Context: an optimization exercise on an open-source flow, tuned for small area. The choices shown serve that exercise and are no tape-out recipe. In this exercise RTL edits were held to simulation tests only and were not proved equivalent to the original. Power and IR drop assume default switching activity.

File: design/flow/config.mk
export PLATFORM = sky130hd
export DESIGN_NAME = stopwatch
export DESIGN_NICKNAME = stopwatch
export VERILOG_FILES = /design/flow/design.v
export SDC_FILE = /design/flow/constraint.sdc
export NUM_CORES = 4
export LEC_CHECK = 0
export ABC_AREA = 1
export CAP_MARGIN = 20
export CORE_MARGIN = 2
export CORE_UTILIZATION = 40
export CTS_BUF_LIST = sky130_fd_sc_hd__clkbuf_4
export CTS_CLUSTER_SIZE = 20
export SLEW_MARGIN = 20
File: design/flow/constraint.sdc
create_clock -name core_clock -period 10.0 [get_ports {CLOCK}]
set_input_delay 2.0000 -clock core_clock [delete_from_list [all_inputs] [get_ports {CLOCK}]]
set_output_delay 2.0000 -clock core_clock [all_outputs]
set_load 0.01 [all_outputs]
File: design/flow/design.v
module stopwatch(input CLOCK, input rst, input tick, input SW1, SW0, SW2, SW3, SW4, input [3:0] layer, input [31:0] x, y, output [15:0] oled_data);
    reg [2:0] t;
    reg [2:0] m;
    reg [3:0] u;
    reg [5:0] cnt;
    reg g;
    reg r;
    reg b;
    wire n0, n1, n2, n3, n4, n5, n6, n7, n8, n9, n10, n11, n12, n13, n14, n15, n16, n17, n18, n19, n20, n21, n22, n23, n24, n25, n26, n27, n28, n29, n30, n31, n32, n33, n34, n35, n36, n37, n38, n39, n40, n41, n42, n43, n44, n45, n46, n47, n48, n49, n50, n51, n52, n53, n54, n55, n56, n57, n58, n59, n60, n61, n62, n63, n64, n65, n66, n67, n68, n69, n70, n71, n72, n73, n74, n75, n76, n77, n78, n79, n80, n81, n82, n83, n84, n85, n86, n87, n88, n89, n90, n91, n92, n93, n94, n95, n96, n97, n98, n99, n100, n101, n102, n103, n104, n105, n106, n107, n108, n109, n110, n111, n112, n113, n114, n115, n116, n117, n118, n119, n120, n121, n122, n123, n124, n125, n126, n127, n128, n129, n130, n131, n132, n133, n134, n135, n136, n137, n138, n139, n140, n141, n142, n143, n144, n145, n146, n147, n148, n149, n150, n151, n152, n153, n154, n155, n156, n157, n158, n159, n160, n161, n162, n163, n164, n165, n166, n167, n168, n169, n170, n171, n172, n173, n174, n175, n176, n177, n178, n179, n180, n181, n182, n183, n184, n185, n186, n187, n188, n189, n190, n191, n192, n193, n194, n195, n196, n197, n198, n199, n200, n201, n202, n203, n204, n205, n206, n207, n208, n209, n210, n211, n212, n213, n214, n215, n216, n217, n218, n219, n220, n221, n222, n223, n224, n225, n226, n227, n228, n229, n230, n231, n232, n233, n234, n235, n236, n237, n238, n239, n240, n241, n242, n243, n244, n245, n246, n247, n248, n249, n250, n251, n252, n253, n254, n255, n256, n257, n258, n259, n260, n261, n262, n263, n264, n265, n266, n267, n268, n269, n270, n271, n272, n273, n274, n275, n276, n277, n278, n279, n280, n281, n282, n283, n284, n285, n286, n287, n288, n289, n290, n291, n292, n293, n294, n295, n296, n297, n298, n299, n300, n301, n302, n303, n304, n305, n306, n307, n308, n309, n310, n311, n312, n313, n314, n315, n316, n317;
    assign n0 = u[0] & ~u[1];
    assign n1 = layer[0] & ~layer[1];
    assign n2 = layer[2] & ~layer[3];
    assign n3 = n1 & n2;
    assign n4 = tick & n3;
    assign n5 = SW0 & n4;
    assign n6 = cnt[0] & cnt[5];
    assign n7 = cnt[1] & cnt[2];
    assign n8 = n6 & n7;
    assign n9 = ~m[2] & n8;
    assign n10 = n5 & n9;
    assign n11 = u[3] & n10;
    assign n12 = n0 & n11;
    assign n13 = ~t[0] & ~n12;
    assign n14 = SW1 & n4;
    assign n15 = ~rst & ~n14;
    assign n16 = ~t[1] & n12;
    assign n17 = n15 & ~n16;
    assign n18 = ~n13 & n17;
    assign n19 = ~n12 & n15;
    assign n20 = t[1] & n19;
    assign n21 = t[0] & t[1];
    assign n22 = ~t[2] & ~n21;
    assign n23 = n15 & n22;
    assign n24 = n12 & n23;
    assign n25 = ~(~n20 & ~n24);
    assign n26 = t[2] & n17;
    assign n27 = t[0] & n24;
    assign n28 = ~(~n26 & ~n27);
    assign n29 = t[2] & n16;
    assign n30 = m[1] & n29;
    assign n31 = m[0] & ~n29;
    assign n32 = ~n30 & ~n31;
    assign n33 = n15 & ~n32;
    assign n34 = m[0] & n30;
    assign n35 = ~m[1] & ~n29;
    assign n36 = n15 & ~n35;
    assign n37 = ~n34 & n36;
    assign n38 = m[0] & n32;
    assign n39 = ~m[2] & ~n38;
    assign n40 = n15 & ~n39;
    assign n41 = ~u[3] & n10;
    assign n42 = n15 & n41;
    assign n43 = u[1] & n42;
    assign n44 = ~u[0] & ~n11;
    assign n45 = u[0] & n10;
    assign n46 = n15 & ~n45;
    assign n47 = ~n44 & n46;
    assign n48 = ~(~n43 & ~n47);
    assign n49 = u[1] & ~n10;
    assign n50 = u[2] & n11;
    assign n51 = ~n49 & ~n50;
    assign n52 = n15 & ~n51;
    assign n53 = u[0] & u[1];
    assign n54 = ~u[2] & ~n53;
    assign n55 = n42 & n54;
    assign n56 = ~(~n52 & ~n55);
    assign n57 = u[2] & n15;
    assign n58 = ~n11 & n57;
    assign n59 = n0 & n42;
    assign n60 = ~(~n58 & ~n59);
    assign n61 = u[3] & n19;
    assign n62 = n45 & n57;
    assign n63 = ~(~n61 & ~n62);
    assign n64 = ~n5 & n15;
    assign n65 = cnt[0] & n64;
    assign n66 = ~cnt[0] & ~cnt[5];
    assign n67 = ~n6 & ~n66;
    assign n68 = n5 & ~n8;
    assign n69 = n15 & n68;
    assign n70 = ~n67 & n69;
    assign n71 = ~(~n65 & ~n70);
    assign n72 = cnt[1] & n64;
    assign n73 = cnt[0] & n69;
    assign n74 = ~(~n72 & ~n73);
    assign n75 = cnt[2] & n64;
    assign n76 = cnt[1] & n69;
    assign n77 = ~(~n75 & ~n76);
    assign n78 = cnt[3] & n64;
    assign n79 = cnt[2] & n69;
    assign n80 = ~(~n78 & ~n79);
    assign n81 = cnt[4] & n64;
    assign n82 = cnt[3] & n69;
    assign n83 = ~(~n81 & ~n82);
    assign n84 = cnt[5] & n64;
    assign n85 = cnt[4] & n69;
    assign n86 = ~(~n84 & ~n85);
    assign n87 = ~SW2 & ~SW3;
    assign n88 = ~y[0] & y[1];
    assign n89 = y[0] & ~y[1];
    assign n90 = ~n88 & ~n89;
    assign n91 = ~x[2] & ~x[3];
    assign n92 = ~n90 & n91;
    assign n93 = x[2] & x[3];
    assign n94 = x[4] & ~n93;
    assign n95 = ~x[0] & ~x[1];
    assign n96 = y[0] & y[2];
    assign n97 = ~n95 & n96;
    assign n98 = ~y[1] & ~y[2];
    assign n99 = ~x[0] & ~y[0];
    assign n100 = n98 & n99;
    assign n101 = ~n97 & ~n100;
    assign n102 = n94 & ~n101;
    assign n103 = ~n92 & ~n102;
    assign n104 = y[1] & y[2];
    assign n105 = ~x[0] & x[1];
    assign n106 = ~n104 & ~n105;
    assign n107 = x[4] & n106;
    assign n108 = ~n91 & ~n93;
    assign n109 = ~y[2] & n108;
    assign n110 = x[1] & x[2];
    assign n111 = ~x[1] & ~x[2];
    assign n112 = ~n110 & ~n111;
    assign n113 = n90 & ~n112;
    assign n114 = n109 & n113;
    assign n115 = n107 & ~n114;
    assign n116 = ~n88 & n106;
    assign n117 = x[3] & ~n111;
    assign n118 = ~n98 & n110;
    assign n119 = n117 & ~n118;
    assign n120 = ~n116 & n119;
    assign n121 = ~x[4] & ~n120;
    assign n122 = ~n115 & ~n121;
    assign n123 = x[0] & x[1];
    assign n124 = ~n95 & ~n123;
    assign n125 = n112 & ~n124;
    assign n126 = ~x[3] & n96;
    assign n127 = ~n125 & n126;
    assign n128 = ~n122 & ~n127;
    assign n129 = n103 & ~n128;
    assign n130 = ~x[3] & ~n96;
    assign n131 = x[3] & n96;
    assign n132 = ~x[2] & ~n131;
    assign n133 = ~n107 & n132;
    assign n134 = ~n130 & ~n133;
    assign n135 = n95 & ~n134;
    assign n136 = n97 & n107;
    assign n137 = n132 & n136;
    assign n138 = y[3] & n104;
    assign n139 = ~n137 & ~n138;
    assign n140 = ~n135 & n139;
    assign n141 = ~n129 & n140;
    assign n142 = x[5] & ~n141;
    assign n143 = y[3] & ~n90;
    assign n144 = ~y[3] & n90;
    assign n145 = ~n143 & ~n144;
    assign n146 = ~x[2] & ~y[2];
    assign n147 = x[0] & ~x[3];
    assign n148 = n112 & n147;
    assign n149 = ~n146 & ~n148;
    assign n150 = n145 & n149;
    assign n151 = x[1] & ~y[3];
    assign n152 = x[2] & ~n151;
    assign n153 = n95 & ~n98;
    assign n154 = x[3] & ~n153;
    assign n155 = ~n152 & n154;
    assign n156 = ~n150 & ~n155;
    assign n157 = ~x[3] & ~n123;
    assign n158 = x[4] & ~x[5];
    assign n159 = ~x[6] & n158;
    assign n160 = ~n157 & n159;
    assign n161 = ~n156 & n160;
    assign n162 = y[0] & ~n138;
    assign n163 = ~n88 & ~n162;
    assign n164 = ~n95 & ~n163;
    assign n165 = ~n149 & n164;
    assign n166 = n103 & ~n164;
    assign n167 = ~n165 & ~n166;
    assign n168 = x[1] & n93;
    assign n169 = ~x[4] & x[6];
    assign n170 = ~n168 & n169;
    assign n171 = ~n167 & n170;
    assign n172 = ~n161 & ~n171;
    assign n173 = ~n105 & n130;
    assign n174 = x[3] & ~n96;
    assign n175 = ~n88 & ~n95;
    assign n176 = n174 & n175;
    assign n177 = ~n173 & ~n176;
    assign n178 = ~n172 & n177;
    assign n179 = ~n142 & ~n178;
    assign n180 = ~y[3] & ~n104;
    assign n181 = y[2] & n88;
    assign n182 = ~y[4] & ~y[5];
    assign n183 = ~n181 & n182;
    assign n184 = ~n180 & n183;
    assign n185 = ~n179 & n184;
    assign n186 = x[1] & ~x[4];
    assign n187 = ~x[1] & x[4];
    assign n188 = ~n186 & ~n187;
    assign n189 = ~n112 & ~n188;
    assign n190 = ~x[3] & ~n189;
    assign n191 = y[2] & ~y[3];
    assign n192 = ~x[5] & ~n93;
    assign n193 = x[5] & n93;
    assign n194 = ~n192 & ~n193;
    assign n195 = u[3] & ~n194;
    assign n196 = y[2] & ~n195;
    assign n197 = y[3] & ~n196;
    assign n198 = ~n191 & ~n197;
    assign n199 = u[1] & ~n194;
    assign n200 = ~x[4] & x[5];
    assign n201 = ~n158 & ~n200;
    assign n202 = m[1] & ~n201;
    assign n203 = t[1] & n94;
    assign n204 = ~n202 & ~n203;
    assign n205 = ~n199 & n204;
    assign n206 = u[0] & ~n194;
    assign n207 = m[0] & ~n201;
    assign n208 = t[0] & n94;
    assign n209 = ~n207 & ~n208;
    assign n210 = ~n206 & n209;
    assign n211 = ~n109 & ~n210;
    assign n212 = n205 & ~n211;
    assign n213 = n198 & n212;
    assign n214 = x[3] & n195;
    assign n215 = ~y[2] & ~n210;
    assign n216 = ~n214 & n215;
    assign n217 = ~n205 & ~n216;
    assign n218 = u[2] & ~n194;
    assign n219 = m[2] & ~n201;
    assign n220 = t[2] & n94;
    assign n221 = ~n219 & ~n220;
    assign n222 = ~n218 & n221;
    assign n223 = ~n108 & ~n195;
    assign n224 = ~y[1] & ~n223;
    assign n225 = y[2] & ~n224;
    assign n226 = ~y[3] & ~n223;
    assign n227 = ~n98 & ~n226;
    assign n228 = ~n225 & n227;
    assign n229 = n222 & n228;
    assign n230 = ~n217 & n229;
    assign n231 = ~n213 & ~n230;
    assign n232 = ~n190 & ~n231;
    assign n233 = n108 & n188;
    assign n234 = ~n98 & ~n233;
    assign n235 = ~n205 & ~n234;
    assign n236 = ~y[1] & n235;
    assign n237 = ~x[2] & ~n186;
    assign n238 = n222 & n237;
    assign n239 = n104 & ~n235;
    assign n240 = ~n238 & n239;
    assign n241 = ~n236 & ~n240;
    assign n242 = ~n195 & n237;
    assign n243 = ~y[3] & ~n242;
    assign n244 = ~n210 & ~n243;
    assign n245 = ~n241 & n244;
    assign n246 = ~n198 & n205;
    assign n247 = ~n228 & n246;
    assign n248 = ~n245 & ~n247;
    assign n249 = n190 & ~n248;
    assign n250 = y[3] & n98;
    assign n251 = ~x[2] & n151;
    assign n252 = ~n250 & ~n251;
    assign n253 = n195 & ~n252;
    assign n254 = n112 & ~n188;
    assign n255 = y[1] & ~y[2];
    assign n256 = y[3] & n255;
    assign n257 = ~n108 & n256;
    assign n258 = ~n254 & ~n257;
    assign n259 = n210 & ~n258;
    assign n260 = n191 & ~n195;
    assign n261 = ~n259 & ~n260;
    assign n262 = n222 & ~n261;
    assign n263 = ~n253 & ~n262;
    assign n264 = ~n205 & ~n263;
    assign n265 = n235 & ~n250;
    assign n266 = n98 & n205;
    assign n267 = ~n108 & n195;
    assign n268 = n266 & n267;
    assign n269 = y[3] & ~n190;
    assign n270 = ~n186 & n191;
    assign n271 = ~n210 & n270;
    assign n272 = ~n269 & ~n271;
    assign n273 = n108 & ~n266;
    assign n274 = ~n272 & ~n273;
    assign n275 = ~n268 & n274;
    assign n276 = ~n265 & ~n275;
    assign n277 = ~n222 & ~n276;
    assign n278 = ~n264 & ~n277;
    assign n279 = ~n249 & n278;
    assign n280 = ~n232 & n279;
    assign n281 = x[5] & ~n117;
    assign n282 = ~n168 & ~n281;
    assign n283 = ~n169 & n282;
    assign n284 = x[6] & ~n282;
    assign n285 = x[3] & ~x[4];
    assign n286 = ~n284 & ~n285;
    assign n287 = ~n283 & n286;
    assign n288 = ~n280 & n287;
    assign n289 = n174 & n200;
    assign n290 = ~n250 & n289;
    assign n291 = n125 & n290;
    assign n292 = n145 & n291;
    assign n293 = ~n288 & ~n292;
    assign n294 = y[5] & ~n180;
    assign n295 = ~y[3] & y[4];
    assign n296 = ~n182 & ~n295;
    assign n297 = ~n294 & n296;
    assign n298 = ~n293 & n297;
    assign n299 = ~n185 & ~n298;
    assign n300 = ~rst & ~n299;
    assign n301 = ~SW3 & SW4;
    assign n302 = n300 & ~n301;
    assign n303 = n87 & n302;
    assign n304 = ~n3 & n300;
    assign n305 = ~rst & n3;
    assign n306 = n299 & n305;
    assign n307 = ~n87 & n306;
    assign n308 = ~n304 & ~n307;
    assign n309 = ~(~n303 & n308);
    assign n310 = n301 & n306;
    assign n311 = ~n302 & ~n310;
    assign n312 = ~SW3 & ~n311;
    assign n313 = SW2 & n305;
    assign n314 = ~n304 & ~n313;
    assign n315 = ~(~n312 & n314);
    assign n316 = ~SW2 & ~n311;
    assign n317 = ~(~n304 & ~n316);
    assign oled_data[0] = b;
    assign oled_data[1] = b;
    assign oled_data[2] = b;
    assign oled_data[3] = b;
    assign oled_data[4] = b;
    assign oled_data[5] = g;
    assign oled_data[6] = g;
    assign oled_data[7] = g;
    assign oled_data[8] = g;
    assign oled_data[9] = g;
    assign oled_data[10] = g;
    assign oled_data[11] = r;
    assign oled_data[12] = r;
    assign oled_data[13] = r;
    assign oled_data[14] = r;
    assign oled_data[15] = r;
    always @(posedge CLOCK) begin
        t[0] <= n18;
        t[1] <= n25;
        t[2] <= n28;
        m[0] <= n33;
        m[1] <= n37;
        m[2] <= n40;
        u[0] <= n48;
        u[1] <= n56;
        u[2] <= n60;
        u[3] <= n63;
        cnt[0] <= n71;
        cnt[1] <= n74;
        cnt[2] <= n77;
        cnt[3] <= n80;
        cnt[4] <= n83;
        cnt[5] <= n86;
        g <= n309;
        r <= n315;
        b <= n317;
    end
endmodule
File: design/flow/flow/run.sh
#!/bin/bash
# Own layout flow: the standard ORFS flow (the standard.sh), with three changes:
#  1. synthesis maps the logic with an area-oriented ABC recipe (flow/abc_area.script, used
#     through ABC_AREA=1 from a copy of ORFS's scripts folder); the rest of the synthesis
#     script is ORFS's own, so registers keep their names and cell types;
#  2. synthesis does not extract half/full adders (ADDER_MAP_FILE empty), so ABC maps all logic;
#  3. ports are buffered with sky130_fd_sc_hd__buf_1 instead of the cell buffer_ports picks.
# Each step's full output goes to its own log file in the work folder.
set -euo pipefail
W=$(pwd)
rm -rf "$W/scripts_mod"
cp -r "$FLOW_HOME/scripts" "$W/scripts_mod"
cp "$W/flow/abc_area.script" "$W/scripts_mod/abc_area.script"
SCRIPTS_DIR="$W/scripts_mod" ADDER_MAP_FILE= bash standard.sh synth > "$W/flow_synth.log" 2>&1
BUFFER_PORTS_ARGS="-buffer_cell sky130_fd_sc_hd__buf_1" bash standard.sh > "$W/flow_layout.log" 2>&1
File: design/flow/flow/abc_area.script
strash
dc2
balance
rewrite
refactor
balance
rewrite
rewrite -z
balance
refactor -z
rewrite -z
balance
dc2
balance -l
resub -K 6 -l
rewrite -l
resub -K 6 -N 2 -l
refactor -l
resub -K 8 -l
balance -l
resub -K 8 -N 2 -l
rewrite -l
resub -K 10 -l
rewrite -z -l
resub -K 10 -N 2 -l
balance -l
resub -K 12 -l
refactor -z -l
resub -K 12 -N 2 -l
rewrite -z -l
balance -l
balance
rewrite
refactor
balance
rewrite
rewrite -z
balance
refactor -z
rewrite -z
balance
balance -l
resub -K 6 -l
rewrite -l
resub -K 6 -N 2 -l
refactor -l
resub -K 8 -l
balance -l
resub -K 8 -N 2 -l
rewrite -l
resub -K 10 -l
rewrite -z -l
resub -K 10 -N 2 -l
balance -l
resub -K 12 -l
refactor -z -l
resub -K 12 -N 2 -l
rewrite -z -l
balance -l
&get -n
&nf -p -a -R 1000 -E 100
&put
topo
File: design/flow/standard.sh
#!/bin/bash
# synth_recipe.tcl (not shown) runs the flow's synth.tcl, then flattens the netlist and writes it again
# the make line also repeats each setting of config.mk as NAME=value (left out here)
make -C /OpenROAD-flow-scripts/flow DESIGN_CONFIG=/design/flow/config.mk WORK_HOME=/design/flow/orfs CLKGATE_MAP_FILE= SYNTH_SCRIPT=/design/flow/synth_recipe.tcl "${@:-finish}"
==> summary.txt <==
## layer usage
| metal | wire length (µm) | vias to the layer above |
|---|---|---|
| met4 | 46 | 0 |
| met1 | 1826 | 747 |
| met2 | 1803 | 44 |
| met3 | 179 | 6 |
| li1 | - | 844 |
| met5 | 0 | - |
## through the flow
step | instances | area [µm²]
after floorplan | 209 | 1534
after global placement | 281 | 1624
after detailed placement | 281 | 1624
after CTS | 285 | 1652
after global routing | 285 | 1658
final | 285 | 1658
## power by group
part,switching [mW],internal [mW],leakage (nW),total [mW]
combinational,0.0290,0.0162,0.371,0.0451
sequential,0.00106,0.0766,0.153,0.0777
clock,0.0243,0.0149,0.0177,0.0392
total,0.0544,0.108,0.542,0.162
## cell type report
cell class                      instances  area, µm²  share of cell area (%)
Multi-Input combinational cell        168       1017                   61.36
Inverter                                6      22.52                   1.358
Sequential cell                        19      380.4                   22.94
Clock inverter                          1      5.005                  0.3019
Timing Repair Buffer                   40      150.1                   9.057
Clock buffer                            3      22.52                   1.358
Tap cell                               48      60.06                   3.623
## critical path: cells and delay by family
kind	cells	cell delay, ns
XOR/XNOR	1	0.22
buffers and inverters	1	0.43
AND/OR/NAND/NOR	5	0.99
AO/OA/AOI/OAI	9	2.12
## worst max path at each step
stage | end | slack (ns) | cells after the start
final | g | 4.47 | 16
after global routing | g | 4.00 | 16
after CTS | g | 4.46 | 16
after detailed placement | g | 4.16 | 16
after global placement | g | 4.22 | 16
after floorplan | g | 5.24 | 15
## Yosys cell counts, types with 6 or more instances
master	instances
buf_4	16
nor2_1	20
dfxtp_1	19
clkinv_1	6
nand3_1	6
a21oi_1	15
a22o_1	8
a31oi_1	9
o21ai_0	14
nand2_1	24
nor2b_1	8
## layout by cell type, fill, tap and decap left out, types with 4 or more instances in the layout
master     count
nor2_1        20
clkinv_1       6
nand2_1       24
buf_1         40
nand3_1        6
o21ai_0       14
nor3_1         4
o211ai_1       4
a2111oi_0      4
xor2_1         4
a31oi_1        9
a21oi_1       15
nor2b_1        8
dfxtp_1       19
a22o_1         8
## logic make-up after synthesis
group	Yosys count	synth area share, %
xor gates and xnor gates	7	3.997
muxes	2	1.305
and+or+nand+nor	83	26.84
buffers and inverters	22	9.299
AOI/OAI and AO/OA	76	33.77
DFF	19	24.80
## registers in the layout, summed over array words and instances, names as in the netlist
signal and count:
cnt 6, g 1, m 3, t 3
u 4, r 1, b 1
==> metrics.md <==
| Metric | Value |
|---|---|
| Distinct cells, synth | 39 |
| Share of synthesized registers carrying an async set or reset | 0% |
| Std-Cell Rows | 22 |
| Clock tree buffer depth | 2 |
| Area growth from synthesis to layout | 8.075% |
| Max Slew Vio Count | 0 |
| Vias in the first global route | 1438 |
| Hold slack final | 0.4948 ns |
| Worst slack at placement | 4.159 ns |
| Worst min-delay path class | reg2reg |
| Critical Path, Cell by Cell | buf_1 > nand2_1 > xor2_1 > a222oi_1 > nor2_1 > a2111oi_0 > a31oi_1 > o22ai_1 > a21oi_1 > o21ai_0 > a21oi_1 > a2111oi_0 > a41oi_1 > nor2_1 > or4b_1 > nand3_1 |
| Final Skew | 0.003299 ns |
| Most used DFF post-synth | dfxtp_1 |
| Pleak | 0.5417 nW |
| PD cells | 97.73 mW/mm² |
| DRC viols | 0 |
| Fin worst setup slack | 4.473 ns |
| Top post-synthesis cells by area | dfxtp_1 (25%), buf_4 (7.8%), nand2_1 (5.9%) |
| CTS tree | built |
| CTS Hold Bufs | 0 |
| Final Hold Vio Count | 0 |
| Cells after Synth | 209 |
| Iteration-0 DRC Markers | 164 |
| WP data arrival | 5.77 ns |
| Terminus of the critical flop-to-flop path | g |
| MaxCap Viol Count | 0 |
| Slew HR | 44.16% |
| CP startpoint | x[3] |
| Crit end category | flop |
| Vias/cell | 5.758 |
| Clock slew at reported path FFs | 0.11 ns |
| Reg2reg path depth | 13 |
| DIE AREA | 0.004346 mm² |
| Fill cell count | 374 |
| H-Tree Depth | 1 |
| Critical path peak fanout | 14 |
| Period minus WS final | 5.527 ns |
| Hold endpoint | t[0] |
| RSZ-0062 raised after global routing | false |
| RR Startpoint | t[1] |
| Synthesized cell area | 0.001534 mm² |
| Critical path type | in2reg |
| Top cell type's share of synthesized area | 24.80% |
| Drt wl/cell | 13.53 µm |
| CTS resizes | 0 |
| Worst-margin pin slew | 0.8375 ns |
| R2R Setup Slk | 6.59 ns |
| Die width | 65.93 µm |
| Initial DRT Pass Iterations | 5 |
| Flops & latches, synth | 19 |
| M2 GR Usage | 30.30% |
| DR vias | 1641 |
| # setup viols final | 0 |
| Busiest grt layer | met2 |
| WL final | 3855 µm |
| Synthesized area per cell | 7.340 µm² |
| Setup bufs post-CTS | 0 |
| Startpoint types | input port |
| Worst-skew pair later-pin latency | 0.29 ns |
| Crit-path max cell delay | 0.71 ns |
| Largest net degree at the start of global routing | 16 |
| Setup_tns | 0 ns |
| Outcome | timing/DRC/antenna clean |
| Final ANT Viol Nets | 0 |
| Antenna diode count | 0 |
| First-pass GRT wire length | 6313 µm |
| Global-route track usage on met3 | 1.874% |
| Routability congestion estimate | 0.8803 |
| Syn_nets | 285 |
| Port Buf Inserts | 40 |
| CP required | 10.24 ns |
| All-Layer GR Usage | 18.00% |
| Post-synth EDFFs | 0 |
| CP max stage cell | a222oi_1 |
| F_max | 180.9 MHz |
| Worst Hold Launch | t[0] |
| Global route overflow | 0 |
| HPWL after DPL | 2978 µm |
| Sequential-to-total area share from yosys stat | 24.80% |
| Hold Crit Depth | 2 |
| Met1 GRT Util | 24.06% |
| Final Cycle Share | 55.27% |
| Initial antenna violation count | 0 |
| Share of layout cells above drive strength 1 | 2.110% |
| Final Util | 45.28% |
| Peak supply drop | 0.06190 mV |
| # nets final | 314 |
| Yosys top cell by area | dfxtp_1 |
| Num CTS Buffers | 3 |
| Synthesis Warnings | 1 |
| Starting density of the core | 41.90% |
| Clock Sinks | 19 |
| Die height | 65.93 µm |
| Core area | 0.003661 mm² |
| Clock root cell | clkbuf_4 |
| Top-Level Pins | 92 |
| Power Total | 0.1620 mW |

==> separate check: timing with driven ports <==
In the flow no input, the clock included, has a driving cell. The finished layout below was timed again as built, in two steps. Step 1 sets driving cells, clkbuf_16 on the clock port and buf_2 on the other inputs (assumed; they add their load-dependent delay and slew). Step 2 also shifts input and output timing later by t, the mid clock arrival at the registers, as if the neighbouring blocks saw the same clock. Slacks: ideal / step 1 / step 2; pairs: ideal / step 1.
t (ns): 0.310
slack for setup (ns): 4.473 / 4.466 / 4.155
hold slack, ns: 0.495 / 0.495 / 0.495
worst data-port slew with drivers (ns): 0.03
pins driven straight from the clock port: 1
After both steps setup and hold are still met in this run. The setup slack of this run moves by -0.007 ns with the drivers and by -0.318 ns with both steps.
